What follows belongs to an exercise in optimizing a design on an open flow for small area; a production flow would make more cautious choices. Only simulation tests tie the RTL to the original design; equivalence was not proved. No driver is modelled on the clock port, so clock power and skew are understated where the tree is cut down; a real chip needs a root buffer or a tree. No activity file was given, so power comes from the tool's default toggle rates.

Design adc_verilog, start of the top module:
module adc_verilog(CLK_IN, RST, SPI_MISO, AD_CONV, SPI_SCK, SPI_SS_B, AMP_CS,
	SF_CE0, FPGA_INIT_B, DAC_CS, SPI_MOSI, AMP_SHDN, DATA);
Size: roughly 140 cells after synthesis, ~38 flip-flops, ~26 I/O pins, ~1500 sq um of cells after synthesis.
==> flow/config.mk <==
export PLATFORM = sky130hd
export DESIGN_NAME = adc_verilog
export DESIGN_NICKNAME = adc_verilog
export VERILOG_FILES = /design/flow/design.v
export SDC_FILE = /design/flow/constraint.sdc
export NUM_CORES = 4
export LEC_CHECK = 0
export CAP_MARGIN = 20
export CORE_AREA = 2 2 59 59
export DIE_AREA = 0 0 61 61
export SLEW_MARGIN = 20
export SYNTH_HIERARCHICAL = 1
==> flow/constraint.sdc <==
create_clock -name core_clock -period 10.0 [get_ports {CLK_IN}]
set_input_delay 2.0000 -clock core_clock [delete_from_list [all_inputs] [get_ports {CLK_IN}]]
set_output_delay 2.0000 -clock core_clock [all_outputs]
set_load 0.01 [all_outputs]
standard.sh (not shown) runs the stock make flow with config.mk's settings and CLKGATE_MAP_FILE= SYNTH_SCRIPT=/design/flow/synth_recipe.tcl, a recipe that flattens the netlist after the stock synthesis.
==> flow/flow/run.sh <==
#!/bin/bash
# Standard ORFS layout (the standard.sh) with:
#  - the smallest buffer on every port,
#  - combinational cells downsized and tie cells merged after floorplan
#    (flow/downsize.tcl; the design has slack to spare),
#  - CTS's tree replaced by one level of clock buffers (flow/clock.tcl),
#  - tie cells left as synthesis made them.
# ORFS writes each step's full log under orfs/logs; make's output goes to flow.log.
set -euo pipefail
HERE=$(pwd)
export BUFFER_PORTS_ARGS="-buffer_cell sky130_fd_sc_hd__buf_1"
export POST_FLOORPLAN_TCL="$HERE/flow/downsize.tcl"
export POST_CTS_TCL="$HERE/flow/clock.tcl"
export CTS_ARGS="-sink_clustering_enable -repair_clock_nets -dont_use_dummy_load -buf_list sky130_fd_sc_hd__clkbuf_4 -root_buf sky130_fd_sc_hd__clkbuf_4 -sink_clustering_size 40 -sink_clustering_max_diameter 200"
export SKIP_REPAIR_TIE_FANOUT=1
bash standard.sh > "$HERE/flow.log" 2>&1
==> flow/flow/clock.tcl <==
# Replace the clock tree built by CTS with one level of clock buffers driven
# straight from the clock port: sinks are split into equal groups by location
# (recursive median bisection) and each group gets one buffer at its centre.
set cbuf [expr {[info exists ::env(CLK_LEAF_BUF)] ? $::env(CLK_LEAF_BUF) : "sky130_fd_sc_hd__clkbuf_8"}]
set ngroups [expr {[info exists ::env(CLK_GROUPS)] ? $::env(CLK_GROUPS) : 2}]
set block [ord::get_db_block]
set db [ord::get_db]
set clk [$block findNet CLK_IN]

# remove the existing clock buffers (everything CTS put between port and flops)
set changed 1
while {$changed} {
  set changed 0
  foreach it [$clk getITerms] {
    set inst [$it getInst]
    set m [[$inst getMaster] getName]
    if {![regexp {clkbuf|clkinv|buf_} $m]} { continue }
    set out [[$inst findITerm X] getNet]
    foreach s [$out getITerms] {
      if {[$s getInst] eq $inst} { continue }
      $s disconnect
      $s connect $clk
    }
    [$inst findITerm A] disconnect
    [$inst findITerm X] disconnect
    odb::dbInst_destroy $inst
    odb::dbNet_destroy $out
    set changed 1
    break
  }
}
set sinks {}
foreach it [$clk getITerms] { lappend sinks $it }
set n [llength $sinks]

# balanced split: recursive bisection at the median along the wider side
set pts {}
set i 0
foreach s $sinks {
  set b [[$s getInst] getBBox]
  lappend pts [list [expr {([$b xMin]+[$b xMax])/2.0}] [expr {([$b yMin]+[$b yMax])/2.0}] $i]
  incr i
}
proc split_groups {pts k} {
  if {$k <= 1} { return [list $pts] }
  set xs {}; set ys {}
  foreach p $pts { lappend xs [lindex $p 0]; lappend ys [lindex $p 1] }
  set xs [lsort -real $xs]; set ys [lsort -real $ys]
  set dim [expr {([lindex $xs end]-[lindex $xs 0]) >= ([lindex $ys end]-[lindex $ys 0]) ? 0 : 1}]
  set sorted [lsort -real -index $dim $pts]
  set k1 [expr {$k / 2}]
  set n1 [expr {int(round([llength $pts] * double($k1) / $k))}]
  return [concat [split_groups [lrange $sorted 0 [expr {$n1-1}]] $k1] [split_groups [lrange $sorted $n1 end] [expr {$k-$k1}]]]
}
set groups [split_groups $pts $ngroups]
set asg [lrepeat [llength $sinks] 0]
set cent {}
set g 0
foreach grp $groups {
  set sx 0; set sy 0
  foreach p $grp { set sx [expr {$sx+[lindex $p 0]}]; set sy [expr {$sy+[lindex $p 1]}]; lset asg [lindex $p 2] $g }
  lappend cent [list [expr {$sx/[llength $grp]}] [expr {$sy/[llength $grp]}]]
  incr g
}
set master [$db findMaster $cbuf]
for {set g 0} {$g < $ngroups} {incr g} {
  set inst [odb::dbInst_create $block $master "clkbuf_leaf_$g"]
  set net [odb::dbNet_create $block "clknet_leaf_$g"]
  $net setSigType CLOCK
  set c [lindex $cent $g]
  $inst setLocation [expr {int([lindex $c 0])}] [expr {int([lindex $c 1])}]
  $inst setPlacementStatus PLACED
  [$inst findITerm A] connect $clk
  [$inst findITerm X] connect $net
  set k 0
  foreach s $sinks a $asg {
    if {$a == $g} { $s disconnect; $s connect $net; incr k }
  }
  puts "clock.tcl: group $g has $k sinks"
}
detailed_placement
estimate_parasitics -placement
==> flow/flow/downsize.tcl <==
# Give every combinational cell the smallest drive strength of its function.
# Flip-flops, tie cells, tap cells and buffers are left as they are.
set db [ord::get_db]
set n 0
foreach inst [[ord::get_db_block] getInsts] {
  set master [$inst getMaster]
  set name [$master getName]
  if {![regexp {^(sky130_fd_sc_hd__[a-z0-9]+)_([0-9]+)$} $name -> base sz]} { continue }
  if {[regexp {__(df|edf|sdf|dl|conb|tap|fill|decap|buf|clkbuf|clkdly|dlygate|dlymetal)} $name]} { continue }
  set best $name
  set bestw [$master getWidth]
  foreach s {0 1 2 4 6 8 12 16} {
    set cm [$db findMaster ${base}_$s]
    if {$cm eq "NULL"} { continue }
    if {[$cm getWidth] < $bestw} {
      set best ${base}_$s
      set bestw [$cm getWidth]
    }
  }
  if {$best ne $name} {
    replace_cell [$inst getName] $best
    incr n
  }
}
puts "downsize.tcl: resized $n cells"

# One tie cell has both a high and a low output: let a single conb_1 drive
# every constant net.
set ties {}
foreach inst [[ord::get_db_block] getInsts] {
  if {[[$inst getMaster] getName] eq "sky130_fd_sc_hd__conb_1"} { lappend ties $inst }
}
if {[llength $ties] > 1} {
  set keep [lindex $ties 0]
  foreach inst [lrange $ties 1 end] {
    foreach pin {HI LO} {
      set net [[$inst findITerm $pin] getNet]
      if {$net eq "NULL"} { continue }
      set kt [$keep findITerm $pin]
      if {[$kt getNet] ne "NULL"} {
        # keep's pin is already used: move this net's loads onto keep's net
        set knet [$kt getNet]
        foreach it [$net getITerms] { if {[$it getInst] ne $inst} { $it disconnect; $it connect $knet } }
        foreach bt [$net getBTerms] { $bt disconnect; $bt connect $knet }
        [$inst findITerm $pin] disconnect
        odb::dbNet_destroy $net
      } else {
        [$inst findITerm $pin] disconnect
        $kt connect $net
      }
    }
    odb::dbInst_destroy $inst
  }
  puts "downsize.tcl: merged [llength $ties] tie cells into one"
}
Next try:
--- a/flow/flow/run.sh
+++ b/flow/flow/run.sh
@@ -12,4 +12,5 @@
 export POST_FLOORPLAN_TCL="$HERE/flow/downsize.tcl"
 export POST_CTS_TCL="$HERE/flow/clock.tcl"
+export CLK_GROUPS=3 CLK_LEAF_BUF=sky130_fd_sc_hd__clkbuf_4
 export CTS_ARGS="-sink_clustering_enable -repair_clock_nets -dont_use_dummy_load -buf_list sky130_fd_sc_hd__clkbuf_4 -root_buf sky130_fd_sc_hd__clkbuf_4 -sink_clustering_size 40 -sink_clustering_max_diameter 200"
 export SKIP_REPAIR_TIE_FANOUT=1
--- a/flow/flow/downsize.tcl
+++ b/flow/flow/downsize.tcl
@@ -1,4 +1,6 @@
-# Give every combinational cell the smallest drive strength of its function.
+# Remove the buffers synthesis inserted (global placement does this only when
+# it is timing driven), then give every combinational cell the smallest drive strength of its function.
 # Flip-flops, tie cells, tap cells and buffers are left as they are.
+remove_buffers
 set db [ord::get_db]
 set n 0
--- a/flow/config.mk
+++ b/flow/config.mk
@@ -9,4 +9,5 @@
 export CORE_AREA = 2 2 59 59
 export DIE_AREA = 0 0 61 61
+export GPL_TIMING_DRIVEN = 0
 export SLEW_MARGIN = 20
 export SYNTH_HIERARCHICAL = 1
Result:
- The changed run completed without violations
- worst hold slack barely changes
- routed wire length increases by 6.1%
- final area decreases by 0.70%
- worst setup slack loses 0.11 ns
- combinational power decreases by about 2%
- via count increases by 1.9%
Next try:
--- a/flow/flow/run.sh
+++ b/flow/flow/run.sh
@@ -12,5 +12,4 @@
 export POST_FLOORPLAN_TCL="$HERE/flow/downsize.tcl"
 export POST_CTS_TCL="$HERE/flow/clock.tcl"
-export CLK_GROUPS=3 CLK_LEAF_BUF=sky130_fd_sc_hd__clkbuf_4
 export CTS_ARGS="-sink_clustering_enable -repair_clock_nets -dont_use_dummy_load -buf_list sky130_fd_sc_hd__clkbuf_4 -root_buf sky130_fd_sc_hd__clkbuf_4 -sink_clustering_size 40 -sink_clustering_max_diameter 200"
 export SKIP_REPAIR_TIE_FANOUT=1
After rerunning: The new run finished clean; die area does not change; worst hold slack barely changes; clock skew is about the same; setup slack improves by 0.039 ns; via count drops by 0.95%; critical path depth does not change; final cell count shrinks by 0.55%; routed wire length fell by 3.1%.
Next try:
--- a/flow/flow/run.sh
+++ b/flow/flow/run.sh
@@ -2,5 +2,6 @@
 # Standard ORFS layout (the standard.sh) with:
 #  - the smallest buffer on every port,
-#  - combinational cells downsized and tie cells merged after floorplan
+#  - synthesis buffers removed, combinational cells downsized and tie cells
+#    merged after floorplan
 #    (flow/downsize.tcl; the design has slack to spare),
 #  - CTS's tree replaced by one level of clock buffers (flow/clock.tcl),
What happened: Power does not change; worst setup slack stays the same; area after synthesis is unchanged; clock skew does not change; cell area is unchanged; worst hold slack does not change; via count does not change; fmax does not change; wire length does not change; cell count is unchanged.
In every run of this note, the design's own scripts or RTL, not TritonCTS, make the clock network.

re-timing with driven ports:
How much do the figures lean on ideal ports? The routed layouts below were timed once more, with nothing changed but the port constraints.
Step 1 (the two cells are an assumption about what drives the block):
set clk [get_ports {CLK_IN}]
set_driving_cell -lib_cell sky130_fd_sc_hd__clkbuf_16 $clk
set_driving_cell -lib_cell sky130_fd_sc_hd__buf_2 [delete_from_list [all_inputs] $clk]
Step 2 moves the port delays by t, midway between the first and last clock arrival at a register: inputs arrive t later, outputs are due t later. That takes back most of the time a late clock gives input paths.
Slacks: no drivers / after step 1 / after step 2; pairs: no drivers / after step 1.
run | t, ns | slack for setup (ns) | worst hold slack (ns)
the first run | 0.194 | 6.392 / 6.359 / 6.552 | 0.449 / 0.449 / 0.449
the second run | 0.212 | 6.286 / 6.251 / 6.463 | 0.448 / 0.448 / 0.448
the third run | 0.197 | 6.326 / 6.294 / 6.490 | 0.447 / 0.447 / 0.447
the fourth run | 0.197 | 6.326 / 6.294 / 6.490 | 0.447 / 0.447 / 0.447
After both steps every run listed still meets setup and hold.
